Source: an optimization exercise on an open RTL-to-GDS flow (aim: small area, a short achievable clock period and few clock cycles per item). Production flows keep margins and buffers that such runs may drop.
In this exercise RTL edits were held to simulation tests only and were not proved equivalent to the original.

**flow/run.sh**
```bash
#!/bin/bash
# synth_recipe.tcl (not shown) runs the flow's synth.tcl, then flattens the netlist and writes it again
# the make line also repeats each setting of config.mk as NAME=value (left out here)
make -C /OpenROAD-flow-scripts/flow DESIGN_CONFIG=/design/flow/config.mk WORK_HOME=/design/flow/orfs CLKGATE_MAP_FILE= SYNTH_SCRIPT=/design/flow/synth_recipe.tcl finish
```
**flow/constraint.sdc**
```tcl
create_clock -name core_clock -period 8.0 [get_ports {clk}]
set_input_delay 1.6000 -clock core_clock [delete_from_list [all_inputs] [get_ports {clk}]]
set_output_delay 1.6000 -clock core_clock [all_outputs]
set_load 0.01 [all_outputs]
```
**flow/design.v**
```verilog
module mac_s1(input [23:0] ae, input [23:0] be, input [15:0] W, input [15:0] P, output [79:0] x);
wire p0 = ((ae[0] & W[0])) ^ ae[2];
wire p1 = ((ae[0] & W[1]) | (ae[1] & W[0])) ^ ae[2];
wire p2 = ((ae[0] & W[2]) | (ae[1] & W[1])) ^ ae[2];
wire p3 = ((ae[0] & W[3]) | (ae[1] & W[2])) ^ ae[2];
wire p4 = ((ae[0] & W[4]) | (ae[1] & W[3])) ^ ae[2];
wire p5 = ((ae[0] & W[5]) | (ae[1] & W[4])) ^ ae[2];
wire p6 = ((ae[0] & W[6]) | (ae[1] & W[5])) ^ ae[2];
wire p7 = ((ae[0] & W[7]) | (ae[1] & W[6])) ^ ae[2];
wire p8 = ((ae[0] & W[8]) | (ae[1] & W[7])) ^ ae[2];
wire p9 = ((ae[0] & W[9]) | (ae[1] & W[8])) ^ ae[2];
wire p10 = ((ae[0] & W[10]) | (ae[1] & W[9])) ^ ae[2];
wire p11 = ((ae[0] & W[11]) | (ae[1] & W[10])) ^ ae[2];
wire p12 = ((ae[0] & W[12]) | (ae[1] & W[11])) ^ ae[2];
wire p13 = ((ae[0] & W[13]) | (ae[1] & W[12])) ^ ae[2];
wire p14 = ((ae[0] & W[14]) | (ae[1] & W[13])) ^ ae[2];
wire p15 = ((ae[0] & W[15]) | (ae[1] & W[14])) ^ ae[2];
wire p16 = ~(((ae[0] & W[15]) | (ae[1] & W[15])) ^ ae[2]);
wire p17 = ((ae[3] & W[0])) ^ ae[5];
wire p18 = ((ae[3] & W[1]) | (ae[4] & W[0])) ^ ae[5];
wire p19 = ((ae[3] & W[2]) | (ae[4] & W[1])) ^ ae[5];
wire p20 = ((ae[3] & W[3]) | (ae[4] & W[2])) ^ ae[5];
wire p21 = ((ae[3] & W[4]) | (ae[4] & W[3])) ^ ae[5];
wire p22 = ((ae[3] & W[5]) | (ae[4] & W[4])) ^ ae[5];
wire p23 = ((ae[3] & W[6]) | (ae[4] & W[5])) ^ ae[5];
wire p24 = ((ae[3] & W[7]) | (ae[4] & W[6])) ^ ae[5];
wire p25 = ((ae[3] & W[8]) | (ae[4] & W[7])) ^ ae[5];
wire p26 = ((ae[3] & W[9]) | (ae[4] & W[8])) ^ ae[5];
wire p27 = ((ae[3] & W[10]) | (ae[4] & W[9])) ^ ae[5];
wire p28 = ((ae[3] & W[11]) | (ae[4] & W[10])) ^ ae[5];
wire p29 = ((ae[3] & W[12]) | (ae[4] & W[11])) ^ ae[5];
wire p30 = ((ae[3] & W[13]) | (ae[4] & W[12])) ^ ae[5];
wire p31 = ((ae[3] & W[14]) | (ae[4] & W[13])) ^ ae[5];
wire p32 = ((ae[3] & W[15]) | (ae[4] & W[14])) ^ ae[5];
wire p33 = ~(((ae[3] & W[15]) | (ae[4] & W[15])) ^ ae[5]);
wire p34 = ((ae[6] & W[0])) ^ ae[8];
wire p35 = ((ae[6] & W[1]) | (ae[7] & W[0])) ^ ae[8];
wire p36 = ((ae[6] & W[2]) | (ae[7] & W[1])) ^ ae[8];
wire p37 = ((ae[6] & W[3]) | (ae[7] & W[2])) ^ ae[8];
wire p38 = ((ae[6] & W[4]) | (ae[7] & W[3])) ^ ae[8];
wire p39 = ((ae[6] & W[5]) | (ae[7] & W[4])) ^ ae[8];
wire p40 = ((ae[6] & W[6]) | (ae[7] & W[5])) ^ ae[8];
wire p41 = ((ae[6] & W[7]) | (ae[7] & W[6])) ^ ae[8];
wire p42 = ((ae[6] & W[8]) | (ae[7] & W[7])) ^ ae[8];
wire p43 = ((ae[6] & W[9]) | (ae[7] & W[8])) ^ ae[8];
wire p44 = ((ae[6] & W[10]) | (ae[7] & W[9])) ^ ae[8];
wire p45 = ((ae[6] & W[11]) | (ae[7] & W[10])) ^ ae[8];
wire p46 = ((ae[6] & W[12]) | (ae[7] & W[11])) ^ ae[8];
wire p47 = ((ae[6] & W[13]) | (ae[7] & W[12])) ^ ae[8];
wire p48 = ((ae[6] & W[14]) | (ae[7] & W[13])) ^ ae[8];
wire p49 = ((ae[6] & W[15]) | (ae[7] & W[14])) ^ ae[8];
wire p50 = ~(((ae[6] & W[15]) | (ae[7] & W[15])) ^ ae[8]);
wire p51 = ((ae[9] & W[0])) ^ ae[11];
wire p52 = ((ae[9] & W[1]) | (ae[10] & W[0])) ^ ae[11];
wire p53 = ((ae[9] & W[2]) | (ae[10] & W[1])) ^ ae[11];
wire p54 = ((ae[9] & W[3]) | (ae[10] & W[2])) ^ ae[11];
wire p55 = ((ae[9] & W[4]) | (ae[10] & W[3])) ^ ae[11];
wire p56 = ((ae[9] & W[5]) | (ae[10] & W[4])) ^ ae[11];
wire p57 = ((ae[9] & W[6]) | (ae[10] & W[5])) ^ ae[11];
wire p58 = ((ae[9] & W[7]) | (ae[10] & W[6])) ^ ae[11];
wire p59 = ((ae[9] & W[8]) | (ae[10] & W[7])) ^ ae[11];
wire p60 = ((ae[9] & W[9]) | (ae[10] & W[8])) ^ ae[11];
wire p61 = ((ae[9] & W[10]) | (ae[10] & W[9])) ^ ae[11];
wire p62 = ((ae[9] & W[11]) | (ae[10] & W[10])) ^ ae[11];
wire p63 = ((ae[9] & W[12]) | (ae[10] & W[11])) ^ ae[11];
wire p64 = ((ae[9] & W[13]) | (ae[10] & W[12])) ^ ae[11];
wire p65 = ((ae[9] & W[14]) | (ae[10] & W[13])) ^ ae[11];
wire p66 = ((ae[9] & W[15]) | (ae[10] & W[14])) ^ ae[11];
wire p67 = ~(((ae[9] & W[15]) | (ae[10] & W[15])) ^ ae[11]);
wire p68 = ((ae[12] & W[0])) ^ ae[14];
wire p69 = ((ae[12] & W[1]) | (ae[13] & W[0])) ^ ae[14];
wire p70 = ((ae[12] & W[2]) | (ae[13] & W[1])) ^ ae[14];
wire p71 = ((ae[12] & W[3]) | (ae[13] & W[2])) ^ ae[14];
wire p72 = ((ae[12] & W[4]) | (ae[13] & W[3])) ^ ae[14];
wire p73 = ((ae[12] & W[5]) | (ae[13] & W[4])) ^ ae[14];
wire p74 = ((ae[12] & W[6]) | (ae[13] & W[5])) ^ ae[14];
wire p75 = ((ae[12] & W[7]) | (ae[13] & W[6])) ^ ae[14];
wire p76 = ((ae[12] & W[8]) | (ae[13] & W[7])) ^ ae[14];
wire p77 = ((ae[12] & W[9]) | (ae[13] & W[8])) ^ ae[14];
wire p78 = ((ae[12] & W[10]) | (ae[13] & W[9])) ^ ae[14];
wire p79 = ((ae[12] & W[11]) | (ae[13] & W[10])) ^ ae[14];
wire p80 = ((ae[12] & W[12]) | (ae[13] & W[11])) ^ ae[14];
wire p81 = ((ae[12] & W[13]) | (ae[13] & W[12])) ^ ae[14];
wire p82 = ((ae[12] & W[14]) | (ae[13] & W[13])) ^ ae[14];
wire p83 = ((ae[12] & W[15]) | (ae[13] & W[14])) ^ ae[14];
wire p84 = ((ae[15] & W[0])) ^ ae[17];
wire p85 = ((ae[15] & W[1]) | (ae[16] & W[0])) ^ ae[17];
wire p86 = ((ae[15] & W[2]) | (ae[16] & W[1])) ^ ae[17];
wire p87 = ((ae[15] & W[3]) | (ae[16] & W[2])) ^ ae[17];
wire p88 = ((ae[15] & W[4]) | (ae[16] & W[3])) ^ ae[17];
wire p89 = ((ae[15] & W[5]) | (ae[16] & W[4])) ^ ae[17];
wire p90 = ((ae[15] & W[6]) | (ae[16] & W[5])) ^ ae[17];
wire p91 = ((ae[15] & W[7]) | (ae[16] & W[6])) ^ ae[17];
wire p92 = ((ae[15] & W[8]) | (ae[16] & W[7])) ^ ae[17];
wire p93 = ((ae[15] & W[9]) | (ae[16] & W[8])) ^ ae[17];
wire p94 = ((ae[15] & W[10]) | (ae[16] & W[9])) ^ ae[17];
wire p95 = ((ae[15] & W[11]) | (ae[16] & W[10])) ^ ae[17];
wire p96 = ((ae[15] & W[12]) | (ae[16] & W[11])) ^ ae[17];
wire p97 = ((ae[15] & W[13]) | (ae[16] & W[12])) ^ ae[17];
wire p98 = ((ae[18] & W[0])) ^ ae[20];
wire p99 = ((ae[18] & W[1]) | (ae[19] & W[0])) ^ ae[20];
wire p100 = ((ae[18] & W[2]) | (ae[19] & W[1])) ^ ae[20];
wire p101 = ((ae[18] & W[3]) | (ae[19] & W[2])) ^ ae[20];
wire p102 = ((ae[18] & W[4]) | (ae[19] & W[3])) ^ ae[20];
wire p103 = ((ae[18] & W[5]) | (ae[19] & W[4])) ^ ae[20];
wire p104 = ((ae[18] & W[6]) | (ae[19] & W[5])) ^ ae[20];
wire p105 = ((ae[18] & W[7]) | (ae[19] & W[6])) ^ ae[20];
wire p106 = ((ae[18] & W[8]) | (ae[19] & W[7])) ^ ae[20];
wire p107 = ((ae[18] & W[9]) | (ae[19] & W[8])) ^ ae[20];
wire p108 = ((ae[18] & W[10]) | (ae[19] & W[9])) ^ ae[20];
wire p109 = ((ae[18] & W[11]) | (ae[19] & W[10])) ^ ae[20];
wire p110 = ((ae[21] & W[0])) ^ ae[23];
wire p111 = ((ae[21] & W[1]) | (ae[22] & W[0])) ^ ae[23];
wire p112 = ((ae[21] & W[2]) | (ae[22] & W[1])) ^ ae[23];
wire p113 = ((ae[21] & W[3]) | (ae[22] & W[2])) ^ ae[23];
wire p114 = ((ae[21] & W[4]) | (ae[22] & W[3])) ^ ae[23];
wire p115 = ((ae[21] & W[5]) | (ae[22] & W[4])) ^ ae[23];
wire p116 = ((ae[21] & W[6]) | (ae[22] & W[5])) ^ ae[23];
wire p117 = ((ae[21] & W[7]) | (ae[22] & W[6])) ^ ae[23];
wire p118 = ((ae[21] & W[8]) | (ae[22] & W[7])) ^ ae[23];
wire p119 = ((ae[21] & W[9]) | (ae[22] & W[8])) ^ ae[23];
wire p120 = ((be[0] & P[0])) ^ be[2];
wire p121 = ((be[0] & P[1]) | (be[1] & P[0])) ^ be[2];
wire p122 = ((be[0] & P[2]) | (be[1] & P[1])) ^ be[2];
wire p123 = ((be[0] & P[3]) | (be[1] & P[2])) ^ be[2];
wire p124 = ((be[0] & P[4]) | (be[1] & P[3])) ^ be[2];
wire p125 = ((be[0] & P[5]) | (be[1] & P[4])) ^ be[2];
wire p126 = ((be[0] & P[6]) | (be[1] & P[5])) ^ be[2];
wire p127 = ((be[0] & P[7]) | (be[1] & P[6])) ^ be[2];
wire p128 = ((be[0] & P[8]) | (be[1] & P[7])) ^ be[2];
wire p129 = ((be[0] & P[9]) | (be[1] & P[8])) ^ be[2];
wire p130 = ((be[0] & P[10]) | (be[1] & P[9])) ^ be[2];
wire p131 = ((be[0] & P[11]) | (be[1] & P[10])) ^ be[2];
wire p132 = ((be[0] & P[12]) | (be[1] & P[11])) ^ be[2];
wire p133 = ((be[0] & P[13]) | (be[1] & P[12])) ^ be[2];
wire p134 = ((be[0] & P[14]) | (be[1] & P[13])) ^ be[2];
wire p135 = ((be[0] & P[15]) | (be[1] & P[14])) ^ be[2];
wire p136 = ~(((be[0] & P[15]) | (be[1] & P[15])) ^ be[2]);
wire p137 = ((be[3] & P[0])) ^ be[5];
wire p138 = ((be[3] & P[1]) | (be[4] & P[0])) ^ be[5];
wire p139 = ((be[3] & P[2]) | (be[4] & P[1])) ^ be[5];
wire p140 = ((be[3] & P[3]) | (be[4] & P[2])) ^ be[5];
wire p141 = ((be[3] & P[4]) | (be[4] & P[3])) ^ be[5];
wire p142 = ((be[3] & P[5]) | (be[4] & P[4])) ^ be[5];
wire p143 = ((be[3] & P[6]) | (be[4] & P[5])) ^ be[5];
wire p144 = ((be[3] & P[7]) | (be[4] & P[6])) ^ be[5];
wire p145 = ((be[3] & P[8]) | (be[4] & P[7])) ^ be[5];
wire p146 = ((be[3] & P[9]) | (be[4] & P[8])) ^ be[5];
wire p147 = ((be[3] & P[10]) | (be[4] & P[9])) ^ be[5];
wire p148 = ((be[3] & P[11]) | (be[4] & P[10])) ^ be[5];
wire p149 = ((be[3] & P[12]) | (be[4] & P[11])) ^ be[5];
wire p150 = ((be[3] & P[13]) | (be[4] & P[12])) ^ be[5];
wire p151 = ((be[3] & P[14]) | (be[4] & P[13])) ^ be[5];
wire p152 = ((be[3] & P[15]) | (be[4] & P[14])) ^ be[5];
wire p153 = ~(((be[3] & P[15]) | (be[4] & P[15])) ^ be[5]);
wire p154 = ((be[6] & P[0])) ^ be[8];
wire p155 = ((be[6] & P[1]) | (be[7] & P[0])) ^ be[8];
wire p156 = ((be[6] & P[2]) | (be[7] & P[1])) ^ be[8];
wire p157 = ((be[6] & P[3]) | (be[7] & P[2])) ^ be[8];
wire p158 = ((be[6] & P[4]) | (be[7] & P[3])) ^ be[8];
wire p159 = ((be[6] & P[5]) | (be[7] & P[4])) ^ be[8];
wire p160 = ((be[6] & P[6]) | (be[7] & P[5])) ^ be[8];
wire p161 = ((be[6] & P[7]) | (be[7] & P[6])) ^ be[8];
wire p162 = ((be[6] & P[8]) | (be[7] & P[7])) ^ be[8];
wire p163 = ((be[6] & P[9]) | (be[7] & P[8])) ^ be[8];
wire p164 = ((be[6] & P[10]) | (be[7] & P[9])) ^ be[8];
wire p165 = ((be[6] & P[11]) | (be[7] & P[10])) ^ be[8];
wire p166 = ((be[6] & P[12]) | (be[7] & P[11])) ^ be[8];
wire p167 = ((be[6] & P[13]) | (be[7] & P[12])) ^ be[8];
wire p168 = ((be[6] & P[14]) | (be[7] & P[13])) ^ be[8];
wire p169 = ((be[6] & P[15]) | (be[7] & P[14])) ^ be[8];
wire p170 = ~(((be[6] & P[15]) | (be[7] & P[15])) ^ be[8]);
wire p171 = ((be[9] & P[0])) ^ be[11];
wire p172 = ((be[9] & P[1]) | (be[10] & P[0])) ^ be[11];
wire p173 = ((be[9] & P[2]) | (be[10] & P[1])) ^ be[11];
wire p174 = ((be[9] & P[3]) | (be[10] & P[2])) ^ be[11];
wire p175 = ((be[9] & P[4]) | (be[10] & P[3])) ^ be[11];
wire p176 = ((be[9] & P[5]) | (be[10] & P[4])) ^ be[11];
wire p177 = ((be[9] & P[6]) | (be[10] & P[5])) ^ be[11];
wire p178 = ((be[9] & P[7]) | (be[10] & P[6])) ^ be[11];
wire p179 = ((be[9] & P[8]) | (be[10] & P[7])) ^ be[11];
wire p180 = ((be[9] & P[9]) | (be[10] & P[8])) ^ be[11];
wire p181 = ((be[9] & P[10]) | (be[10] & P[9])) ^ be[11];
wire p182 = ((be[9] & P[11]) | (be[10] & P[10])) ^ be[11];
wire p183 = ((be[9] & P[12]) | (be[10] & P[11])) ^ be[11];
wire p184 = ((be[9] & P[13]) | (be[10] & P[12])) ^ be[11];
wire p185 = ((be[9] & P[14]) | (be[10] & P[13])) ^ be[11];
wire p186 = ((be[9] & P[15]) | (be[10] & P[14])) ^ be[11];
wire p187 = ~(((be[9] & P[15]) | (be[10] & P[15])) ^ be[11]);
wire p188 = ((be[12] & P[0])) ^ be[14];
wire p189 = ((be[12] & P[1]) | (be[13] & P[0])) ^ be[14];
wire p190 = ((be[12] & P[2]) | (be[13] & P[1])) ^ be[14];
wire p191 = ((be[12] & P[3]) | (be[13] & P[2])) ^ be[14];
wire p192 = ((be[12] & P[4]) | (be[13] & P[3])) ^ be[14];
wire p193 = ((be[12] & P[5]) | (be[13] & P[4])) ^ be[14];
wire p194 = ((be[12] & P[6]) | (be[13] & P[5])) ^ be[14];
wire p195 = ((be[12] & P[7]) | (be[13] & P[6])) ^ be[14];
wire p196 = ((be[12] & P[8]) | (be[13] & P[7])) ^ be[14];
wire p197 = ((be[12] & P[9]) | (be[13] & P[8])) ^ be[14];
wire p198 = ((be[12] & P[10]) | (be[13] & P[9])) ^ be[14];
wire p199 = ((be[12] & P[11]) | (be[13] & P[10])) ^ be[14];
wire p200 = ((be[12] & P[12]) | (be[13] & P[11])) ^ be[14];
wire p201 = ((be[12] & P[13]) | (be[13] & P[12])) ^ be[14];
wire p202 = ((be[12] & P[14]) | (be[13] & P[13])) ^ be[14];
wire p203 = ((be[12] & P[15]) | (be[13] & P[14])) ^ be[14];
wire p204 = ((be[15] & P[0])) ^ be[17];
wire p205 = ((be[15] & P[1]) | (be[16] & P[0])) ^ be[17];
wire p206 = ((be[15] & P[2]) | (be[16] & P[1])) ^ be[17];
wire p207 = ((be[15] & P[3]) | (be[16] & P[2])) ^ be[17];
wire p208 = ((be[15] & P[4]) | (be[16] & P[3])) ^ be[17];
wire p209 = ((be[15] & P[5]) | (be[16] & P[4])) ^ be[17];
wire p210 = ((be[15] & P[6]) | (be[16] & P[5])) ^ be[17];
wire p211 = ((be[15] & P[7]) | (be[16] & P[6])) ^ be[17];
wire p212 = ((be[15] & P[8]) | (be[16] & P[7])) ^ be[17];
wire p213 = ((be[15] & P[9]) | (be[16] & P[8])) ^ be[17];
wire p214 = ((be[15] & P[10]) | (be[16] & P[9])) ^ be[17];
wire p215 = ((be[15] & P[11]) | (be[16] & P[10])) ^ be[17];
wire p216 = ((be[15] & P[12]) | (be[16] & P[11])) ^ be[17];
wire p217 = ((be[15] & P[13]) | (be[16] & P[12])) ^ be[17];
wire p218 = ((be[18] & P[0])) ^ be[20];
wire p219 = ((be[18] & P[1]) | (be[19] & P[0])) ^ be[20];
wire p220 = ((be[18] & P[2]) | (be[19] & P[1])) ^ be[20];
wire p221 = ((be[18] & P[3]) | (be[19] & P[2])) ^ be[20];
wire p222 = ((be[18] & P[4]) | (be[19] & P[3])) ^ be[20];
wire p223 = ((be[18] & P[5]) | (be[19] & P[4])) ^ be[20];
wire p224 = ((be[18] & P[6]) | (be[19] & P[5])) ^ be[20];
wire p225 = ((be[18] & P[7]) | (be[19] & P[6])) ^ be[20];
wire p226 = ((be[18] & P[8]) | (be[19] & P[7])) ^ be[20];
wire p227 = ((be[18] & P[9]) | (be[19] & P[8])) ^ be[20];
wire p228 = ((be[18] & P[10]) | (be[19] & P[9])) ^ be[20];
wire p229 = ((be[18] & P[11]) | (be[19] & P[10])) ^ be[20];
wire p230 = ((be[21] & P[0])) ^ be[23];
wire p231 = ((be[21] & P[1]) | (be[22] & P[0])) ^ be[23];
wire p232 = ((be[21] & P[2]) | (be[22] & P[1])) ^ be[23];
wire p233 = ((be[21] & P[3]) | (be[22] & P[2])) ^ be[23];
wire p234 = ((be[21] & P[4]) | (be[22] & P[3])) ^ be[23];
wire p235 = ((be[21] & P[5]) | (be[22] & P[4])) ^ be[23];
wire p236 = ((be[21] & P[6]) | (be[22] & P[5])) ^ be[23];
wire p237 = ((be[21] & P[7]) | (be[22] & P[6])) ^ be[23];
wire p238 = ((be[21] & P[8]) | (be[22] & P[7])) ^ be[23];
wire p239 = ((be[21] & P[9]) | (be[22] & P[8])) ^ be[23];
wire p240 = ae[2] ^ be[2] ^ p0;
wire p241 = (ae[2] & be[2]) | (ae[2] & p0) | (be[2] & p0);
wire p242 = p1 ^ p121;
wire p243 = p1 & p121;
wire p244 = ae[5] ^ be[5] ^ p122;
wire p245 = (ae[5] & be[5]) | (ae[5] & p122) | (be[5] & p122);
wire p246 = p137 ^ p17 ^ p2;
wire p247 = (p137 & p17) | (p137 & p2) | (p17 & p2);
wire p248 = p243 ^ p244;
wire p249 = p243 & p244;
wire p250 = p123 ^ p138 ^ p18;
wire p251 = (p123 & p138) | (p123 & p18) | (p138 & p18);
wire p252 = p3 ^ p245 ^ p247;
wire p253 = (p3 & p245) | (p3 & p247) | (p245 & p247);
wire p254 = p250 ^ p249;
wire p255 = p250 & p249;
wire p256 = ae[8] ^ be[8] ^ p124;
wire p257 = (ae[8] & be[8]) | (ae[8] & p124) | (be[8] & p124);
wire p258 = p139 ^ p154 ^ p19;
wire p259 = (p139 & p154) | (p139 & p19) | (p154 & p19);
wire p260 = p34 ^ p4 ^ p251;
wire p261 = (p34 & p4) | (p34 & p251) | (p4 & p251);
wire p262 = p256 ^ p258 ^ p253;
wire p263 = (p256 & p258) | (p256 & p253) | (p258 & p253);
wire p264 = p255 ^ p260;
wire p265 = p255 & p260;
wire p266 = p125 ^ p140 ^ p155;
wire p267 = (p125 & p140) | (p125 & p155) | (p140 & p155);
wire p268 = p20 ^ p35 ^ p5;
wire p269 = (p20 & p35) | (p20 & p5) | (p35 & p5);
wire p270 = p257 ^ p259 ^ p266;
wire p271 = (p257 & p259) | (p257 & p266) | (p259 & p266);
wire p272 = p268 ^ p261 ^ p270;
wire p273 = (p268 & p261) | (p268 & p270) | (p261 & p270);
wire p274 = p265 ^ p263;
wire p275 = p265 & p263;
wire p276 = ae[11] ^ be[11] ^ p126;
wire p277 = (ae[11] & be[11]) | (ae[11] & p126) | (be[11] & p126);
wire p278 = p141 ^ p156 ^ p171;
wire p279 = (p141 & p156) | (p141 & p171) | (p156 & p171);
wire p280 = p21 ^ p36 ^ p51;
wire p281 = (p21 & p36) | (p21 & p51) | (p36 & p51);
wire p282 = p6 ^ p267 ^ p269;
wire p283 = (p6 & p267) | (p6 & p269) | (p267 & p269);
wire p284 = p276 ^ p278 ^ p280;
wire p285 = (p276 & p278) | (p276 & p280) | (p278 & p280);
wire p286 = p271 ^ p282 ^ p284;
wire p287 = (p271 & p282) | (p271 & p284) | (p282 & p284);
wire p288 = p275 ^ p273;
wire p289 = p275 & p273;
wire p290 = p127 ^ p142 ^ p157;
wire p291 = (p127 & p142) | (p127 & p157) | (p142 & p157);
wire p292 = p172 ^ p22 ^ p37;
wire p293 = (p172 & p22) | (p172 & p37) | (p22 & p37);
wire p294 = p52 ^ p7 ^ p277;
wire p295 = (p52 & p7) | (p52 & p277) | (p7 & p277);
wire p296 = p279 ^ p281 ^ p290;
wire p297 = (p279 & p281) | (p279 & p290) | (p281 & p290);
wire p298 = p292 ^ p283 ^ p285;
wire p299 = (p292 & p283) | (p292 & p285) | (p283 & p285);
wire p300 = p294 ^ p296 ^ p287;
wire p301 = (p294 & p296) | (p294 & p287) | (p296 & p287);
wire p302 = p298 ^ p289;
wire p303 = p298 & p289;
wire p304 = ae[14] ^ be[14] ^ p128;
wire p305 = (ae[14] & be[14]) | (ae[14] & p128) | (be[14] & p128);
wire p306 = p143 ^ p158 ^ p173;
wire p307 = (p143 & p158) | (p143 & p173) | (p158 & p173);
wire p308 = p188 ^ p23 ^ p38;
wire p309 = (p188 & p23) | (p188 & p38) | (p23 & p38);
wire p310 = p53 ^ p68 ^ p8;
wire p311 = (p53 & p68) | (p53 & p8) | (p68 & p8);
wire p312 = p291 ^ p293 ^ p304;
wire p313 = (p291 & p293) | (p291 & p304) | (p293 & p304);
wire p314 = p306 ^ p308 ^ p310;
wire p315 = (p306 & p308) | (p306 & p310) | (p308 & p310);
wire p316 = p295 ^ p297 ^ p312;
wire p317 = (p295 & p297) | (p295 & p312) | (p297 & p312);
wire p318 = p314 ^ p299;
wire p319 = p314 & p299;
wire p320 = p129 ^ p144 ^ p159;
wire p321 = (p129 & p144) | (p129 & p159) | (p144 & p159);
wire p322 = p174 ^ p189 ^ p24;
wire p323 = (p174 & p189) | (p174 & p24) | (p189 & p24);
wire p324 = p39 ^ p54 ^ p69;
wire p325 = (p39 & p54) | (p39 & p69) | (p54 & p69);
wire p326 = p9 ^ p305 ^ p307;
wire p327 = (p9 & p305) | (p9 & p307) | (p305 & p307);
wire p328 = p309 ^ p311 ^ p320;
wire p329 = (p309 & p311) | (p309 & p320) | (p311 & p320);
wire p330 = p322 ^ p324 ^ p313;
wire p331 = (p322 & p324) | (p322 & p313) | (p324 & p313);
wire p332 = p315 ^ p326 ^ p328;
wire p333 = (p315 & p326) | (p315 & p328) | (p326 & p328);
wire p334 = ae[17] ^ be[17] ^ p10;
wire p335 = (ae[17] & be[17]) | (ae[17] & p10) | (be[17] & p10);
wire p336 = p130 ^ p145 ^ p160;
wire p337 = (p130 & p145) | (p130 & p160) | (p145 & p160);
wire p338 = p175 ^ p190 ^ p204;
wire p339 = (p175 & p190) | (p175 & p204) | (p190 & p204);
wire p340 = p25 ^ p40 ^ p55;
wire p341 = (p25 & p40) | (p25 & p55) | (p40 & p55);
wire p342 = p70 ^ p84 ^ p321;
wire p343 = (p70 & p84) | (p70 & p321) | (p84 & p321);
wire p344 = p323 ^ p325 ^ p334;
wire p345 = (p323 & p325) | (p323 & p334) | (p325 & p334);
wire p346 = p336 ^ p338 ^ p340;
wire p347 = (p336 & p338) | (p336 & p340) | (p338 & p340);
wire p348 = p327 ^ p329 ^ p342;
wire p349 = (p327 & p329) | (p327 & p342) | (p329 & p342);
wire p350 = p344 ^ p346;
wire p351 = p344 & p346;
wire p352 = p11 ^ p131 ^ p146;
wire p353 = (p11 & p131) | (p11 & p146) | (p131 & p146);
wire p354 = p161 ^ p176 ^ p191;
wire p355 = (p161 & p176) | (p161 & p191) | (p176 & p191);
wire p356 = p205 ^ p26 ^ p41;
wire p357 = (p205 & p26) | (p205 & p41) | (p26 & p41);
wire p358 = p56 ^ p71 ^ p85;
wire p359 = (p56 & p71) | (p56 & p85) | (p71 & p85);
wire p360 = p335 ^ p337 ^ p339;
wire p361 = (p335 & p337) | (p335 & p339) | (p337 & p339);
wire p362 = p341 ^ p352 ^ p354;
wire p363 = (p341 & p352) | (p341 & p354) | (p352 & p354);
wire p364 = p356 ^ p358 ^ p343;
wire p365 = (p356 & p358) | (p356 & p343) | (p358 & p343);
wire p366 = p345 ^ p347 ^ p360;
wire p367 = (p345 & p347) | (p345 & p360) | (p347 & p360);
wire p368 = p362 ^ p351;
wire p369 = p362 & p351;
wire p370 = ae[20] ^ be[20] ^ p12;
wire p371 = (ae[20] & be[20]) | (ae[20] & p12) | (be[20] & p12);
wire p372 = p132 ^ p147 ^ p162;
wire p373 = (p132 & p147) | (p132 & p162) | (p147 & p162);
wire p374 = p177 ^ p192 ^ p206;
wire p375 = (p177 & p192) | (p177 & p206) | (p192 & p206);
wire p376 = p218 ^ p27 ^ p42;
wire p377 = (p218 & p27) | (p218 & p42) | (p27 & p42);
wire p378 = p57 ^ p72 ^ p86;
wire p379 = (p57 & p72) | (p57 & p86) | (p72 & p86);
wire p380 = p98 ^ p353 ^ p355;
wire p381 = (p98 & p353) | (p98 & p355) | (p353 & p355);
wire p382 = p357 ^ p359 ^ p370;
wire p383 = (p357 & p359) | (p357 & p370) | (p359 & p370);
wire p384 = p372 ^ p374 ^ p376;
wire p385 = (p372 & p374) | (p372 & p376) | (p374 & p376);
wire p386 = p378 ^ p361 ^ p363;
wire p387 = (p378 & p361) | (p378 & p363) | (p361 & p363);
wire p388 = p380 ^ p382 ^ p384;
wire p389 = (p380 & p382) | (p380 & p384) | (p382 & p384);
wire p390 = p365 ^ p367;
wire p391 = p365 & p367;
wire p392 = p13 ^ p133 ^ p148;
wire p393 = (p13 & p133) | (p13 & p148) | (p133 & p148);
wire p394 = p163 ^ p178 ^ p193;
wire p395 = (p163 & p178) | (p163 & p193) | (p178 & p193);
wire p396 = p207 ^ p219 ^ p28;
wire p397 = (p207 & p219) | (p207 & p28) | (p219 & p28);
wire p398 = p43 ^ p58 ^ p73;
wire p399 = (p43 & p58) | (p43 & p73) | (p58 & p73);
wire p400 = p87 ^ p99 ^ p371;
wire p401 = (p87 & p99) | (p87 & p371) | (p99 & p371);
wire p402 = p373 ^ p375 ^ p377;
wire p403 = (p373 & p375) | (p373 & p377) | (p375 & p377);
wire p404 = p379 ^ p392 ^ p394;
wire p405 = (p379 & p392) | (p379 & p394) | (p392 & p394);
wire p406 = p396 ^ p398 ^ p381;
wire p407 = (p396 & p398) | (p396 & p381) | (p398 & p381);
wire p408 = p383 ^ p385 ^ p400;
wire p409 = (p383 & p385) | (p383 & p400) | (p385 & p400);
wire p410 = p402 ^ p404 ^ p387;
wire p411 = (p402 & p404) | (p402 & p387) | (p404 & p387);
wire p412 = p406 ^ p389;
wire p413 = p406 & p389;
wire p414 = ae[23] ^ be[23] ^ p100;
wire p415 = (ae[23] & be[23]) | (ae[23] & p100) | (be[23] & p100);
wire p416 = p110 ^ p134 ^ p14;
wire p417 = (p110 & p134) | (p110 & p14) | (p134 & p14);
wire p418 = p149 ^ p164 ^ p179;
wire p419 = (p149 & p164) | (p149 & p179) | (p164 & p179);
wire p420 = p194 ^ p208 ^ p220;
wire p421 = (p194 & p208) | (p194 & p220) | (p208 & p220);
wire p422 = p230 ^ p29 ^ p44;
wire p423 = (p230 & p29) | (p230 & p44) | (p29 & p44);
wire p424 = p59 ^ p74 ^ p88;
wire p425 = (p59 & p74) | (p59 & p88) | (p74 & p88);
wire p426 = p393 ^ p395 ^ p397;
wire p427 = (p393 & p395) | (p393 & p397) | (p395 & p397);
wire p428 = p399 ^ p414 ^ p416;
wire p429 = (p399 & p414) | (p399 & p416) | (p414 & p416);
wire p430 = p418 ^ p420 ^ p422;
wire p431 = (p418 & p420) | (p418 & p422) | (p420 & p422);
wire p432 = p424 ^ p401 ^ p403;
wire p433 = (p424 & p401) | (p424 & p403) | (p401 & p403);
wire p434 = p405 ^ p426 ^ p428;
wire p435 = (p405 & p426) | (p405 & p428) | (p426 & p428);
wire p436 = p430 ^ p407 ^ p409;
wire p437 = (p430 & p407) | (p430 & p409) | (p407 & p409);
wire p438 = p432 ^ p434;
wire p439 = p432 & p434;
wire p440 = p101 ^ p111 ^ p135;
wire p441 = (p101 & p111) | (p101 & p135) | (p111 & p135);
wire p442 = p15 ^ p150 ^ p165;
wire p443 = (p15 & p150) | (p15 & p165) | (p150 & p165);
wire p444 = p180 ^ p195 ^ p209;
wire p445 = (p180 & p195) | (p180 & p209) | (p195 & p209);
wire p446 = p221 ^ p231 ^ p30;
wire p447 = (p221 & p231) | (p221 & p30) | (p231 & p30);
wire p448 = p45 ^ p60 ^ p75;
wire p449 = (p45 & p60) | (p45 & p75) | (p60 & p75);
wire p450 = p89 ^ p415 ^ p417;
wire p451 = (p89 & p415) | (p89 & p417) | (p415 & p417);
wire p452 = p419 ^ p421 ^ p423;
wire p453 = (p419 & p421) | (p419 & p423) | (p421 & p423);
wire p454 = p425 ^ p440 ^ p442;
wire p455 = (p425 & p440) | (p425 & p442) | (p440 & p442);
wire p456 = p444 ^ p446 ^ p448;
wire p457 = (p444 & p446) | (p444 & p448) | (p446 & p448);
wire p458 = p427 ^ p429 ^ p431;
wire p459 = (p427 & p429) | (p427 & p431) | (p429 & p431);
wire p460 = p450 ^ p452 ^ p454;
wire p461 = (p450 & p452) | (p450 & p454) | (p452 & p454);
wire p462 = p456 ^ p433 ^ p435;
wire p463 = (p456 & p433) | (p456 & p435) | (p433 & p435);
wire p464 = p458 ^ p460;
wire p465 = p458 & p460;
wire p466 = p102 ^ p112 ^ p136;
wire p467 = (p102 & p112) | (p102 & p136) | (p112 & p136);
wire p468 = p151 ^ p16 ^ p166;
wire p469 = (p151 & p16) | (p151 & p166) | (p16 & p166);
wire p470 = p181 ^ p196 ^ p210;
wire p471 = (p181 & p196) | (p181 & p210) | (p196 & p210);
wire p472 = p222 ^ p232 ^ p31;
wire p473 = (p222 & p232) | (p222 & p31) | (p232 & p31);
wire p474 = p46 ^ p61 ^ p76;
wire p475 = (p46 & p61) | (p46 & p76) | (p61 & p76);
wire p476 = p90 ^ p441 ^ p443;
wire p477 = (p90 & p441) | (p90 & p443) | (p441 & p443);
wire p478 = p445 ^ p447 ^ p449;
wire p479 = (p445 & p447) | (p445 & p449) | (p447 & p449);
wire p480 = p466 ^ p468 ^ p470;
wire p481 = (p466 & p468) | (p466 & p470) | (p468 & p470);
wire p482 = p472 ^ p474 ^ p451;
wire p483 = (p472 & p474) | (p472 & p451) | (p474 & p451);
wire p484 = p453 ^ p455 ^ p457;
wire p485 = (p453 & p455) | (p453 & p457) | (p455 & p457);
wire p486 = p476 ^ p478 ^ p480;
wire p487 = (p476 & p478) | (p476 & p480) | (p478 & p480);
wire p488 = p459 ^ p482 ^ p461;
wire p489 = (p459 & p482) | (p459 & p461) | (p482 & p461);
wire p490 = p484 ^ p486;
wire p491 = p484 & p486;
wire p492 = 1'b1 ^ p103 ^ p113;
wire p493 = (1'b1 & p103) | (1'b1 & p113) | (p103 & p113);
wire p494 = p152 ^ p167 ^ p182;
wire p495 = (p152 & p167) | (p152 & p182) | (p167 & p182);
wire p496 = p197 ^ p211 ^ p223;
wire p497 = (p197 & p211) | (p197 & p223) | (p211 & p223);
wire p498 = p233 ^ p32 ^ p47;
wire p499 = (p233 & p32) | (p233 & p47) | (p32 & p47);
wire p500 = p62 ^ p77 ^ p91;
wire p501 = (p62 & p77) | (p62 & p91) | (p77 & p91);
wire p502 = p467 ^ p469 ^ p471;
wire p503 = (p467 & p469) | (p467 & p471) | (p469 & p471);
wire p504 = p473 ^ p475 ^ p492;
wire p505 = (p473 & p475) | (p473 & p492) | (p475 & p492);
wire p506 = p494 ^ p496 ^ p498;
wire p507 = (p494 & p496) | (p494 & p498) | (p496 & p498);
wire p508 = p500 ^ p477 ^ p479;
wire p509 = (p500 & p477) | (p500 & p479) | (p477 & p479);
wire p510 = p481 ^ p502 ^ p504;
wire p511 = (p481 & p502) | (p481 & p504) | (p502 & p504);
wire p512 = p506 ^ p483 ^ p485;
wire p513 = (p506 & p483) | (p506 & p485) | (p483 & p485);
wire p514 = p508 ^ p487 ^ p510;
wire p515 = (p508 & p487) | (p508 & p510) | (p487 & p510);
wire p516 = 1'b1 ^ p104 ^ p114;
wire p517 = (1'b1 & p104) | (1'b1 & p114) | (p104 & p114);
wire p518 = p153 ^ p168 ^ p183;
wire p519 = (p153 & p168) | (p153 & p183) | (p168 & p183);
wire p520 = p198 ^ p212 ^ p224;
wire p521 = (p198 & p212) | (p198 & p224) | (p212 & p224);
wire p522 = p234 ^ p33 ^ p48;
wire p523 = (p234 & p33) | (p234 & p48) | (p33 & p48);
wire p524 = p63 ^ p78 ^ p92;
wire p525 = (p63 & p78) | (p63 & p92) | (p78 & p92);
wire p526 = p493 ^ p495 ^ p497;
wire p527 = (p493 & p495) | (p493 & p497) | (p495 & p497);
wire p528 = p499 ^ p501 ^ p516;
wire p529 = (p499 & p501) | (p499 & p516) | (p501 & p516);
wire p530 = p518 ^ p520 ^ p522;
wire p531 = (p518 & p520) | (p518 & p522) | (p520 & p522);
wire p532 = p524 ^ p503 ^ p505;
wire p533 = (p524 & p503) | (p524 & p505) | (p503 & p505);
wire p534 = p507 ^ p526 ^ p528;
wire p535 = (p507 & p526) | (p507 & p528) | (p526 & p528);
wire p536 = p530 ^ p509 ^ p511;
wire p537 = (p530 & p509) | (p530 & p511) | (p509 & p511);
wire p538 = p532 ^ p534;
wire p539 = p532 & p534;
wire p540 = p105 ^ p115 ^ p169;
wire p541 = (p105 & p115) | (p105 & p169) | (p115 & p169);
wire p542 = p184 ^ p199 ^ p213;
wire p543 = (p184 & p199) | (p184 & p213) | (p199 & p213);
wire p544 = p225 ^ p235 ^ p49;
wire p545 = (p225 & p235) | (p225 & p49) | (p235 & p49);
wire p546 = p64 ^ p79 ^ p93;
wire p547 = (p64 & p79) | (p64 & p93) | (p79 & p93);
wire p548 = p517 ^ p519 ^ p521;
wire p549 = (p517 & p519) | (p517 & p521) | (p519 & p521);
wire p550 = p523 ^ p525 ^ p540;
wire p551 = (p523 & p525) | (p523 & p540) | (p525 & p540);
wire p552 = p542 ^ p544 ^ p546;
wire p553 = (p542 & p544) | (p542 & p546) | (p544 & p546);
wire p554 = p527 ^ p529 ^ p531;
wire p555 = (p527 & p529) | (p527 & p531) | (p529 & p531);
wire p556 = p548 ^ p550 ^ p552;
wire p557 = (p548 & p550) | (p548 & p552) | (p550 & p552);
wire p558 = p533 ^ p535 ^ p554;
wire p559 = (p533 & p535) | (p533 & p554) | (p535 & p554);
wire p560 = 1'b1 ^ p106 ^ p116;
wire p561 = (1'b1 & p106) | (1'b1 & p116) | (p106 & p116);
wire p562 = p170 ^ p185 ^ p200;
wire p563 = (p170 & p185) | (p170 & p200) | (p185 & p200);
wire p564 = p214 ^ p226 ^ p236;
wire p565 = (p214 & p226) | (p214 & p236) | (p226 & p236);
wire p566 = p50 ^ p65 ^ p80;
wire p567 = (p50 & p65) | (p50 & p80) | (p65 & p80);
wire p568 = p94 ^ p541 ^ p543;
wire p569 = (p94 & p541) | (p94 & p543) | (p541 & p543);
wire p570 = p545 ^ p547 ^ p560;
wire p571 = (p545 & p547) | (p545 & p560) | (p547 & p560);
wire p572 = p562 ^ p564 ^ p566;
wire p573 = (p562 & p564) | (p562 & p566) | (p564 & p566);
wire p574 = p549 ^ p551 ^ p553;
wire p575 = (p549 & p551) | (p549 & p553) | (p551 & p553);
wire p576 = p568 ^ p570 ^ p572;
wire p577 = (p568 & p570) | (p568 & p572) | (p570 & p572);
wire p578 = p555 ^ p557;
wire p579 = p555 & p557;
wire p580 = p107 ^ p117 ^ p186;
wire p581 = (p107 & p117) | (p107 & p186) | (p117 & p186);
wire p582 = p201 ^ p215 ^ p227;
wire p583 = (p201 & p215) | (p201 & p227) | (p215 & p227);
wire p584 = p237 ^ p66 ^ p81;
wire p585 = (p237 & p66) | (p237 & p81) | (p66 & p81);
wire p586 = p95 ^ p561 ^ p563;
wire p587 = (p95 & p561) | (p95 & p563) | (p561 & p563);
wire p588 = p565 ^ p567 ^ p580;
wire p589 = (p565 & p567) | (p565 & p580) | (p567 & p580);
wire p590 = p582 ^ p584 ^ p569;
wire p591 = (p582 & p584) | (p582 & p569) | (p584 & p569);
wire p592 = p571 ^ p573 ^ p586;
wire p593 = (p571 & p573) | (p571 & p586) | (p573 & p586);
wire p594 = p588 ^ p575 ^ p590;
wire p595 = (p588 & p575) | (p588 & p590) | (p575 & p590);
wire p596 = 1'b1 ^ p108 ^ p118;
wire p597 = (1'b1 & p108) | (1'b1 & p118) | (p108 & p118);
wire p598 = p187 ^ p202 ^ p216;
wire p599 = (p187 & p202) | (p187 & p216) | (p202 & p216);
wire p600 = p228 ^ p238 ^ p67;
wire p601 = (p228 & p238) | (p228 & p67) | (p238 & p67);
wire p602 = p82 ^ p96 ^ p581;
wire p603 = (p82 & p96) | (p82 & p581) | (p96 & p581);
wire p604 = p583 ^ p585 ^ p596;
wire p605 = (p583 & p585) | (p583 & p596) | (p585 & p596);
wire p606 = p598 ^ p600 ^ p587;
wire p607 = (p598 & p600) | (p598 & p587) | (p600 & p587);
wire p608 = p589 ^ p602 ^ p604;
wire p609 = (p589 & p602) | (p589 & p604) | (p602 & p604);
wire p610 = p591 ^ p593;
wire p611 = p591 & p593;
wire p612 = p109 ^ p119 ^ p203;
wire p613 = (p109 & p119) | (p109 & p203) | (p119 & p203);
wire p614 = p217 ^ p229 ^ p239;
wire p615 = (p217 & p229) | (p217 & p239) | (p229 & p239);
wire p616 = p83 ^ p97 ^ p597;
wire p617 = (p83 & p97) | (p83 & p597) | (p97 & p597);
wire p618 = p599 ^ p601 ^ p612;
wire p619 = (p599 & p601) | (p599 & p612) | (p601 & p612);
wire p620 = p614 ^ p603 ^ p605;
wire p621 = (p614 & p603) | (p614 & p605) | (p603 & p605);
wire p622 = p616 ^ p618 ^ p607;
wire p623 = (p616 & p618) | (p616 & p607) | (p618 & p607);
assign x = {p622, p611, p620, p609, p595, p610, p608, p606, p594, p579, p592, p577, p559, p578, p576, p574, p558, p537, p539, p556, p536, p515, p538, p513, p514, p512, p489, p491, p488, p490, p463, p465, p462, p464, p439, p437, p438, p436, p411, p413, p410, p412, p391, p408, p390, p388, p386, p369, p368, p366, p364, p349, p348, p333, p350, p331, p332, p319, p330, p317, p303, p301, p318, p316, p302, p300, p288, p286, p274, p272, p262, p264, p254, p252, p248, p246, p241, p242, p240, p120};
endmodule
module mac_s2(input [79:0] x, output [15:0] y);
wire q0 = x[16] ^ x[17] ^ x[18];
wire q1 = (x[16] & x[17]) | (x[16] & x[18]) | (x[17] & x[18]);
wire q2 = x[20] ^ x[21] ^ x[22];
wire q3 = (x[20] & x[21]) | (x[20] & x[22]) | (x[21] & x[22]);
wire q4 = x[23] ^ q1;
wire q5 = x[23] & q1;
wire q6 = x[24] ^ x[25] ^ x[26];
wire q7 = (x[24] & x[25]) | (x[24] & x[26]) | (x[25] & x[26]);
wire q8 = x[27] ^ q3 ^ q6;
wire q9 = (x[27] & q3) | (x[27] & q6) | (q3 & q6);
wire q10 = x[28] ^ x[29] ^ x[30];
wire q11 = (x[28] & x[29]) | (x[28] & x[30]) | (x[29] & x[30]);
wire q12 = x[31] ^ q7 ^ q10;
wire q13 = (x[31] & q7) | (x[31] & q10) | (q7 & q10);
wire q14 = x[32] ^ x[33] ^ x[34];
wire q15 = (x[32] & x[33]) | (x[32] & x[34]) | (x[33] & x[34]);
wire q16 = x[35] ^ q11 ^ q14;
wire q17 = (x[35] & q11) | (x[35] & q14) | (q11 & q14);
wire q18 = x[36] ^ x[37] ^ x[38];
wire q19 = (x[36] & x[37]) | (x[36] & x[38]) | (x[37] & x[38]);
wire q20 = x[39] ^ q15 ^ q18;
wire q21 = (x[39] & q15) | (x[39] & q18) | (q15 & q18);
wire q22 = x[40] ^ x[41] ^ x[42];
wire q23 = (x[40] & x[41]) | (x[40] & x[42]) | (x[41] & x[42]);
wire q24 = x[43] ^ q19 ^ q22;
wire q25 = (x[43] & q19) | (x[43] & q22) | (q19 & q22);
wire q26 = x[44] ^ x[45] ^ x[46];
wire q27 = (x[44] & x[45]) | (x[44] & x[46]) | (x[45] & x[46]);
wire q28 = x[47] ^ q23 ^ q26;
wire q29 = (x[47] & q23) | (x[47] & q26) | (q23 & q26);
wire q30 = x[48] ^ x[49] ^ x[50];
wire q31 = (x[48] & x[49]) | (x[48] & x[50]) | (x[49] & x[50]);
wire q32 = x[51] ^ q27 ^ q30;
wire q33 = (x[51] & q27) | (x[51] & q30) | (q27 & q30);
wire q34 = x[52] ^ x[53] ^ x[54];
wire q35 = (x[52] & x[53]) | (x[52] & x[54]) | (x[53] & x[54]);
wire q36 = x[55] ^ q31 ^ q34;
wire q37 = (x[55] & q31) | (x[55] & q34) | (q31 & q34);
wire q38 = x[56] ^ x[57] ^ x[58];
wire q39 = (x[56] & x[57]) | (x[56] & x[58]) | (x[57] & x[58]);
wire q40 = x[59] ^ q35 ^ q38;
wire q41 = (x[59] & q35) | (x[59] & q38) | (q35 & q38);
wire q42 = x[60] ^ x[61] ^ x[62];
wire q43 = (x[60] & x[61]) | (x[60] & x[62]) | (x[61] & x[62]);
wire q44 = x[63] ^ q39 ^ q42;
wire q45 = (x[63] & q39) | (x[63] & q42) | (q39 & q42);
wire q46 = x[64] ^ x[65] ^ x[66];
wire q47 = (x[64] & x[65]) | (x[64] & x[66]) | (x[65] & x[66]);
wire q48 = x[67] ^ q43 ^ q46;
wire q49 = (x[67] & q43) | (x[67] & q46) | (q43 & q46);
wire q50 = x[68] ^ x[69] ^ x[70];
wire q51 = (x[68] & x[69]) | (x[68] & x[70]) | (x[69] & x[70]);
wire q52 = x[71] ^ q47 ^ q50;
wire q53 = (x[71] & q47) | (x[71] & q50) | (q47 & q50);
wire q54 = x[72] ^ x[73] ^ x[74];
wire q55 = (x[72] & x[73]) | (x[72] & x[74]) | (x[73] & x[74]);
wire q56 = x[75] ^ q51 ^ q54;
wire q57 = (x[75] & q51) | (x[75] & q54) | (q51 & q54);
wire q58 = x[76] ^ x[77] ^ x[78];
wire q59 = (x[76] & x[77]) | (x[76] & x[78]) | (x[77] & x[78]);
wire q60 = x[79] ^ q55 ^ q58;
wire q61 = (x[79] & q55) | (x[79] & q58) | (q55 & q58);
wire [23:0] sum = {q57, q53, q49, q45, q41, q37, q33, q29, q25, q21, q17, q13, q9, q5, q2, x[19], x[14], x[12], x[10], x[8], x[6], x[4], x[2], x[0]} + {q60, q56, q52, q48, q44, q40, q36, q32, q28, q24, q20, q16, q12, q8, q4, q0, x[15], x[13], x[11], x[9], x[7], x[5], x[3], x[1]};
assign y = sum[23:8];
endmodule
`timescale 1ns/1ps
module phase_ctrl(
                  input             clk,
                  input             resetn,
                  input             i2c_wr,
                  input  [15:0]     i2c_wdata,
                  input  [3:0]      i2c_addr,
                  input             fifo_empty,
                  input  [17:0]     fifo_rdata,
                  output            fifo_rden,
                  output reg [17:0] fifo_wdata,
                  output            fifo_wren,
                  input             fifo_almost_full
                 );
localparam NX = 80;
wire [23:0] enc_a, enc_b;
genvar k;
generate
    for (k = 0; k < 8; k = k + 1) begin : benc
        wire hi  = i2c_wdata[2*k+1];
        wire mid = i2c_wdata[2*k];
        wire lo  = (k == 0) ? 1'b0 : i2c_wdata[(k == 0) ? 0 : 2*k-1];
        wire one = mid ^ lo;
        wire two = (hi & ~mid & ~lo) | (~hi & mid & lo);
        assign enc_a[3*k+2:3*k] = {hi, two, one};
        assign enc_b[3*k+2:3*k] = {~hi, two, one};
    end
endgenerate
reg [23:0] ae;   
reg [23:0] be;   
always @(posedge clk or negedge resetn) begin
    if (!resetn) begin
        ae <= 24'h001000;
        be <= 24'h925924;
    end else if (i2c_wr) begin
        if (i2c_addr == 4'd0) ae <= enc_a;
        if (i2c_addr == 4'd1) be <= enc_b;
    end
end
reg [8:0] sr;
reg       wv;            
reg [2:0] credit;        
reg       hv;            
reg       adv;           
wire mid = |sr[4:0];
wire can_wr = |credit;
wire idle = ~wv & ~|sr;
assign fifo_rden = (adv & mid) | (adv & ~fifo_empty);
assign fifo_wren = wv & can_wr;
wire       wv_n = adv ? |sr[8:3] : wv;
wire [2:0] credit_n = (fifo_almost_full ? (idle ? 3'd0 : credit) : 3'd6) - {2'b00, fifo_wren};
always @(posedge clk or negedge resetn) begin
    if (!resetn) begin
        sr <= 9'd0;
        hv <= 1'b0;
    end else if (adv) begin
        sr <= {sr[7:0], ~mid & ~fifo_empty};
        if (sr[6]) hv <= 1'b1;
    end
end
always @(posedge clk or negedge resetn) begin
    if (!resetn) begin
        wv <= 1'b0;
        credit <= 3'd0;
        adv <= 1'b1;
    end else begin
        wv <= wv_n;
        credit <= credit_n;
        adv <= ~wv_n | (|credit_n);
    end
end
reg  [15:0]   W;
reg  [15:0]   H0, H1, H2, H3, H4;
reg  [NX-1:0] X;
reg  [15:0]   Y, D;
wire [NX-1:0] x_n;
wire [15:0]   y_n;
wire        rot = sr[1] | sr[2] | sr[3] | sr[5] | sr[6];
wire [15:0] P = H0 & {16{hv}};
mac_s1 s1(.ae(ae), .be(be), .W(W), .P(P), .x(x_n));
mac_s2 s2(.x(X), .y(y_n));
always @(posedge clk) begin
    if (adv) begin
        W <= fifo_rdata[15:0];
        X <= x_n;
        Y <= y_n;
        D <= Y;
        if (rot) begin
            H0 <= H1;
            H1 <= H2;
            H2 <= H3;
            H3 <= H4;
            H4 <= W;
        end
        if (sr[3])
            fifo_wdata <= {2'b01, fifo_rdata[15:0]};
        else if (sr[4] | sr[5] | sr[6])
            fifo_wdata <= {2'b00, D};
        else if (sr[7])
            fifo_wdata <= {2'b00, Y};
        else
            fifo_wdata <= {2'b10, Y};
    end
end
endmodule
```
**flow/config.mk**
```make
export PLATFORM = sky130hd
export DESIGN_NAME = phase_ctrl
export DESIGN_NICKNAME = phase_ctrl
export VERILOG_FILES = /design/flow/design.v
export SDC_FILE = /design/flow/constraint.sdc
export NUM_CORES = 4
export LEC_CHECK = 0
export ABC_AREA = 1
export CAP_MARGIN = 20
export CORE_MARGIN = 2
export CORE_UTILIZATION = 40
export SETUP_SLACK_MARGIN = 4.4
export SLEW_MARGIN = 20
```
==> summary.log, run 1 <==
qor: sta.worst_clock_skew 0.0340 ns
qor: min_path.hold_path_class flip-flop to flip-flop
qor: yosys.syn-mean-instance-area 10.2 sq um
qor: placement.io_buffers 60
qor: critical_path.ff2ff_path_depth 8
qor: placement.detailed_place_hpwl 45500 um
qor: yosys.yosysTopAreaCell sky130_fd_sc_hd__edfxtp_1
qor: global_routing.antenna_found_initial 1
qor: critical_path.critical_path_buf_inv_count 1
qor: critical_path.start_kind flip-flop
qor: yosys.synthesis.area 0.0206 sq mm
qor: final_layout.final_cell_count_no_fill 2813
qor: die.rows 83
qor: final_layout.sequential_cell_area 0.00841 sq mm
qor: route.remaining_drc_errors 0
qor: die.dieHeight 231 um
qor: critical_path.required 8.31 ns
qor: final_layout.nFillCells 4769
qor: die.die_width 231 um
qor: final_layout.area_delta_synth_final 17.4%
qor: sta.post-route-min-period 3.63 ns
qor: yosys.synth_cell_types 35
qor: clock_tree.clock_tree.buffer_depth 3
qor: critical_path.worstSetupPathType flip-flop to flip-flop
qor: clock_tree.tritoncts.num_buffers 30
qor: die.core_region_area 0.0511 sq mm
qor: die.dieArea 0.0533 sq mm
qor: critical_path.critical_path.max_stage_delay 0.56 ns
qor: sta.rsz0062_at_grt yes
qor: yosys.synth_register_bits 289
qor: route.routedWlPerCell 22.4 um
qor: global_routing.grt_pass1_wl 93800 um
qor: critical_path.crit_path_frequent_cell sky130_fd_sc_hd__fa_1
qor: sta.layout_worst_path_cycle_share 45.4%
qor: clock_tree.clkSinkCount 289
qor: route.route.vias.total 15067
qor: final_layout.final_core_utilization 47.3%
qor: sta.timing_worst_slew_pin_value 1.04 ns
qor: critical_path.endpoint_kind flip-flop
qor: yosys.share_of_flip_flops_with_an_asynchronous_set_or_reset 21.8%
qor: critical_path.timing.critical_path.depth 8
qor: placement.cells_after_dpl 2669
qor: yosys.synthTopCellsByArea sky130_fd_sc_hd__edfxtp_1 (33%), sky130_fd_sc_hd__fa_1 (19%), sky130_fd_sc_hd__xor2_1 (10%)
qor: yosys.ys_warn_count 1
qor: yosys.synth-seq-area-share 40.7%
qor: route.vias_per_cell 5.36
qor: global_routing.grt_start_max_net_pins 81
qor: placement.place.gp.congestion 0.955
qor: clock_tree.clock_tree.root_cell sky130_fd_sc_hd__clkbuf_16
qor: yosys.synth_top_flop_cell sky130_fd_sc_hd__edfxtp_1
qor: critical_path.crit_path_max_fanout 11
qor: global_routing.first_global_vias 15191
qor: route.drt-pass1-iter-count 5
qor: final_layout.multi_input_comb_area 0.0108 sq mm
qor: critical_path.crit_family adder cells
qor: die.initial_util 40.3%
qor: sta.maxSlewViolCount 0
qor: global_routing.track_usage 23.6%
qor: clock_tree.worst_skew_pair.late_latency 0.60 ns
qor: critical_path.timing.critical_path.cells buf_4 -> nand2_4 -> o22ai_2 -> xor2_1 -> fa_2 -> fa_1 -> fa_1 -> fa_1
qor: final_layout.drive_gt1_share 12.9%
qor: sta.report.final.setup_viol 0
qor: critical_path.worst_setup_path_startpoint hv$_DFFE_PN0P_
qor: job.drv.max_cap_violation_count 0
qor: min_path.hold_start H2[6]$_DFFE_PP_
qor: critical_path.critPathSlowestCell sky130_fd_sc_hd__dfrtp_4
qor: critical_path.r2r_start hv$_DFFE_PN0P_
qor: critical_path.critical_path.endpoint X[63]$_DFFE_PP_
qor: die.ios 63
qor: route.starting_drc_count_in_detailed_routing 1408
qor: sta.holdWs 0.416 ns
qor: yosys.synth-edff-count 226
qor: final_layout.nNetsFinal 2389
qor: clock_tree.clk_pin_slew_worst_paths 0.06 ns
qor: global_routing.overflow 0
qor: critical_path.worstPathArrival 3.95 ns
qor: sta.max_clock_freq 275 MHz
qor: route.detail_route.wirelength 63000 um
qor: yosys.synthCells 2015
qor: route.final_antenna_net_count 0
qor: run_status.outcome finished clean
qor: sta.setup_tns 0 ns
qor: yosys.synthesis.nets 2296
qor: critical_path.worst-r2r-setup-slack 4.37 ns
qor: clock_tree.cts_tree done
qor: yosys.fraction_of_post_synthesis_cell_area_in_the_top_cell_type_by_area 33.0%
qor: sta.worst_slew_margin_rel 30.7%
qor: critical_path.crit-reg2reg-capture X[63]$_DFFE_PP_
qor: sta.final-hold-violation-count 0
qor: clock_tree.cts_htree_levels 1
## through the flow
| stage | setup WS [ns] | instance area (sq um) |
|---|---|---|
| 2_1_floorplan | 4.41 | 20600 |
| 3_3_place_gp | 3.58 | 21700 |
| 3_5_place_dp | 3.50 | 21700 |
| 4_1_cts | 4.38 | 23400 |
| 5_1_grt | 4.33 | 24200 |
| 6_report | 4.37 | 24200 |
## Yosys cell counts (7+ instances only)
cell	instances
sky130_fd_sc_hd__inv_1	343
sky130_fd_sc_hd__nand2_1	298
sky130_fd_sc_hd__xor2_1	243
sky130_fd_sc_hd__edfxtp_1	226
sky130_fd_sc_hd__o22ai_1	210
sky130_fd_sc_hd__fa_1	191
sky130_fd_sc_hd__o21ai_0	71
sky130_fd_sc_hd__nor2_1	66
sky130_fd_sc_hd__dfrtp_1	52
sky130_fd_sc_hd__ha_1	47
sky130_fd_sc_hd__clkbuf_1	45
sky130_fd_sc_hd__a21oi_1	41
sky130_fd_sc_hd__buf_2	40
sky130_fd_sc_hd__nand3_1	37
sky130_fd_sc_hd__a31oi_1	17
sky130_fd_sc_hd__nand4_1	12
sky130_fd_sc_hd__dfstp_2	11
sky130_fd_sc_hd__clkinv_1	9
sky130_fd_sc_hd__or2_2	8
sky130_fd_sc_hd__o21ai_1	7
## metal layers
metal	up-vias	global-route usage, %	part of all wire, %
met3	186	4.31	8.0
li1	6775	-	-
met1	7403	31.9	42
met5	-	0	0
met4	0	11.4	5.5
met2	703	36.8	45
## state kept, by name (all words and copies together) (netlist names)
name and cells:
D 16, H0 16, H1 16, H2 16, H3 16, H4 16, W 16, X 80
Y 16, adv 1, ae 24, be 24, credit 3, fifo_wdata 18, hv 1, sr 9
wv 1
## how the worst min path moves through the flow
stage | cells past startpoint | slack [ns] | to
global route | 0 | 0.42 | H1[15]$_DFFE_PP_
CTS | 0 | 0.42 | H0[1]$_DFFE_PP_
detailed placement | 0 | 0.40 | H2[1]$_DFFE_PP_
finish | 0 | 0.42 | H1[6]$_DFFE_PP_
global placement | 0 | 0.40 | H1[13]$_DFFE_PP_
floorplan | 0 | 0.40 | H0[0]$_DFFE_PP_
## what timing repair did
item | CTS | global route
setup endpoints to repair | 73 | 18
hold buffers | 0 | 0
gates cloned | 0 | 1
resized for setup | 80 | 63
setup buffers | 43 | 43
pin swaps | 4 | 16
## logic make-up (layout without fill, tap and decap cells)
group | count (synthesis) | count (layout) | synth area share, %
buffers and inverters | 455 | 571 | 8.70
DFF | 289 | 289 | 40.7
other | 0 | 1 | 0
and+or+nand+nor | 433 | 434 | 8.58
xor gates and xnor gates | 248 | 248 | 10.6
adders and majority gates | 238 | 238 | 21.4
AOI/OAI and AO/OA | 352 | 352 | 10.0
## final cells by class
type	count	area share, %
inverter	359	6.10
clock inverter	22	1.46
clock buffer	34	3.17
antenna	1	0.0104
tap	680	3.52
sequential	289	34.8
multi-input combinational	1272	44.9
timing repair buffer	156	6.07
## cell usage in the layout (no fill, tap or decap), types with 5 or more instances in the layout
master and instances:
sky130_fd_sc_hd__o21ai_0 70, sky130_fd_sc_hd__clkinvlp_4 31, sky130_fd_sc_hd__clkinv_1 6, sky130_fd_sc_hd__a31oi_1 16
sky130_fd_sc_hd__fa_2 7, sky130_fd_sc_hd__clkdlybuf4s50_1 57, sky130_fd_sc_hd__xor2_1 235, sky130_fd_sc_hd__nand2_4 6
sky130_fd_sc_hd__buf_12 11, sky130_fd_sc_hd__a21oi_1 41, sky130_fd_sc_hd__ha_1 47, sky130_fd_sc_hd__o22ai_2 15
sky130_fd_sc_hd__bufinv_16 8, sky130_fd_sc_hd__edfxtp_1 226, sky130_fd_sc_hd__clkinv_2 9, sky130_fd_sc_hd__xor2_2 8
sky130_fd_sc_hd__o22ai_1 193, sky130_fd_sc_hd__o21ai_1 8, sky130_fd_sc_hd__buf_4 83, sky130_fd_sc_hd__inv_2 9
sky130_fd_sc_hd__dfstp_4 6, sky130_fd_sc_hd__nor2_1 65, sky130_fd_sc_hd__clkbuf_16 30, sky130_fd_sc_hd__xnor2_1 5
sky130_fd_sc_hd__nand4_1 12, sky130_fd_sc_hd__dfstp_2 5, sky130_fd_sc_hd__nand2_1 282, sky130_fd_sc_hd__fa_1 184
sky130_fd_sc_hd__dfrtp_1 46, sky130_fd_sc_hd__nand3_1 36, sky130_fd_sc_hd__nand2_8 10, sky130_fd_sc_hd__or2_2 8
sky130_fd_sc_hd__dfrtp_2 5, sky130_fd_sc_hd__inv_1 311
Testbench counts, summed over its fixed seeds: cycles 2,344, frames 384.
==> run 2: changes to the inputs <==
--- a/flow/config.mk
+++ b/flow/config.mk
@@ -9,5 +9,7 @@
 export CAP_MARGIN = 20
 export CORE_MARGIN = 2
 export CORE_UTILIZATION = 40
+export CTS_BUF_LIST = sky130_fd_sc_hd__clkbuf_4 sky130_fd_sc_hd__clkbuf_8
+export CTS_CLUSTER_SIZE = 30
 export SETUP_SLACK_MARGIN = 4.4
 export SLEW_MARGIN = 20
==> summary.log, run 2 <==
qor: run_status.outcome finished clean
qor: placement.placed_area 0.0217 sq mm [unchanged]
qor: final_layout.reg.largest.list X: 80 flops, ae: 24 flops, be: 24 flops
qor: global_routing.overflow 0 [unchanged]
qor: yosys.ys_warn_count 1 [unchanged]
qor: sta.maxSlewViolCount 0 [unchanged]
qor: die.initial_util 40.3% [unchanged]
qor: yosys.syn-mean-instance-area 10.2 sq um [unchanged]
qor: die.rows 83 [unchanged]
qor: sta.worst_setup_margin 4.42 ns [+0.0472 ns]
qor: job.drv.max_cap_violation_count 0 [unchanged]
qor: sta.post-route-min-period 3.58 ns [-0.0472 ns]
qor: clock_tree.clock_tree.buffer_depth 3 [unchanged]
qor: placement.detailed_place_hpwl 45500 um [unchanged]
qor: route.detail_route.wirelength 64500 um [+2.3%]
qor: critical_path.crit_path_max_fanout 12 [+1]
qor: placement.place.gp.congestion 0.955 [unchanged]
qor: route.remaining_drc_errors 0 [unchanged]
qor: critical_path.r2r_start ae[15]$_DFFE_PN0P_
qor: global_routing.first_global_vias 15432 [+1.6%]
qor: min_path.hold_path_class flip-flop to flip-flop
qor: critical_path.crit_path_frequent_cell sky130_fd_sc_hd__fa_1
qor: final_layout.final_common_cell sky130_fd_sc_hd__inv_1
qor: sta.timing_worst_slew_pin_value 1.07 ns [+0.0316 ns]
qor: final_layout.drive_gt1_share 15.0% [+2.1 points]
qor: sta.worst_slew_margin_rel 28.6% [-2.1 points]
qor: clock_tree.cts_tree done
qor: final_layout.mostFrequentLayoutCells sky130_fd_sc_hd__inv_1 (309), sky130_fd_sc_hd__nand2_1 (282), sky130_fd_sc_hd__xor2_1 (236)
qor: yosys.synth-seq-area-share 40.7% [unchanged]
qor: placement.cells_after_dpl 2669 [unchanged]
qor: sta.worst_clock_skew 0.0416 ns [+0.00761 ns]
qor: critical_path.worstSetupPathType flip-flop to flip-flop
qor: sta.rsz0062_at_grt yes
qor: die.core_region_area 0.0511 sq mm [unchanged]
qor: yosys.netlist_top_cells_count sky130_fd_sc_hd__inv_1 (343), sky130_fd_sc_hd__nand2_1 (298), sky130_fd_sc_hd__xor2_1 (243), sky130_fd_sc_hd__edfxtp_1 (226), sky130_fd_sc_hd__o22ai_1 (210)
qor: route.vias_per_cell 5.37 [+0.21%]
qor: yosys.yosysTopAreaCell sky130_fd_sc_hd__edfxtp_1
qor: placement.place_worst_setup_slack 3.50 ns [unchanged]
qor: yosys.synthesis.area 0.0206 sq mm [unchanged]
qor: yosys.synth_cell_types 35 [unchanged]
qor: critical_path.start_kind flip-flop
qor: sta.layout_worst_path_cycle_share 44.8% [-0.59 points]
qor: yosys.synthesis.nets 2296 [unchanged]
qor: min_path.hold_end H0[15]$_DFFE_PP_
qor: global_routing.track_usage 24.1% [+0.50 points]
qor: clock_tree.tritoncts.num_buffers 50 [+67%]
qor: clock_tree.worst_skew_pair.late_latency 0.65 ns [+0.05 ns]
[run 2: per-layer routing]
metal  GRT usage (%)  vias to the layer above  wire, um
li1                -                     6847         -
met3            4.15                      193      4900
met1            32.6                     7565     27200
met2            37.6                      735     28900
met5               0                        -         0
met4            11.9                        0      3470
[run 2: how the worst max path moves through the flow]
| stage | start | end | cells past startpoint |
|---|---|---|---|
| after floorplan | adv$_DFF_PN1_ | fifo_rden | 3 |
| after global placement | hv$_DFFE_PN0P_ | X[14]$_DFFE_PP_ | 8 |
| after detailed placement | hv$_DFFE_PN0P_ | X[55]$_DFFE_PP_ | 8 |
| after CTS | sr[3]$_DFFE_PN0P_ | fifo_rden | 5 |
| after global routing | be[9]$_DFFE_PN0P_ | X[55]$_DFFE_PP_ | 9 |
| final | ae[15]$_DFFE_PN0P_ | X[63]$_DFFE_PP_ | 9 |
[run 2: logic make-up (layout without fill, tap and decap cells)]
family / Yosys count / after routing / synth area share (%)
buf+inv: 455 / 615 / 8.70
simple gates: 433 / 436 / 8.58
compound gates: 352 / 352 / 10.0
flops: 289 / 289 / 40.7
xor+xnor: 248 / 248 / 10.6
fa+ha+maj: 238 / 238 / 21.4
[run 2: layout make-up]
type,count,area [sq um],area share [%]
tap,680,851,3.52
sequential,289,8410,34.8
timing repair buffer,164,1540,6.37
clock buffer,65,807,3.34
multi-input combinational,1274,10900,44.9
clock inverter,27,230,0.952
inverter,359,1480,6.11
[run 2: through the flow]
step	util (%)
finish	47.3
global route	47.3
CTS	45.8
detailed placement	42.4
global placement	42.4
floorplan	-
[run 2: worst reg2reg max path, stage by stage, from the launching register on]
cell	delay (ns)
sky130_fd_sc_hd__dfrtp_1	0.70
sky130_fd_sc_hd__inv_1	0.42
sky130_fd_sc_hd__o22ai_1	0.30
sky130_fd_sc_hd__xor2_1	0.12
sky130_fd_sc_hd__fa_1	0.37
sky130_fd_sc_hd__inv_1	0.09
sky130_fd_sc_hd__fa_1	0.45
sky130_fd_sc_hd__fa_1	0.38
sky130_fd_sc_hd__inv_1	0.10
sky130_fd_sc_hd__fa_1	0.43
[run 2: timing repair]
action,CTS,global route
setup buffers,47,47
gates cloned,1,2
resized for setup,81,69
pin swaps,7,24
setup endpoints to repair,72,20

## static timing again, ports no longer ideal
The results above use ideal ports. As a check the final layouts listed here were re-extracted and re-timed, cells and wires unchanged.
Step 1 assumes that a clkbuf_16 drives the clock port and a buf_2 every other input.
Step 2, shift: input delay + t, output delay - t, t = (earliest + latest rising clock arrival at the registers) / 2. This alone moves slack from input paths to output paths.
Slacks: no drivers / after step 1 / after step 2; pairs: no drivers / after step 1.
| run | shift t [ns] | setup slack, ns | worst register clock-pin slew, ns | worst slew at a driven data input, ns |
|---|---|---|---|---|
| run 1 | 0.642 | 4.369 / 4.369 / 4.275 | 0.07 / 0.07 | 0.04 |
| run 2 | 0.686 | 4.416 / 4.407 / 4.220 | 0.07 / 0.07 | 0.04 |
After both steps setup and hold are still met in every run listed. The setup slack of run 2, which loses most, moves by -0.009 ns with the drivers and by -0.196 ns with both steps.
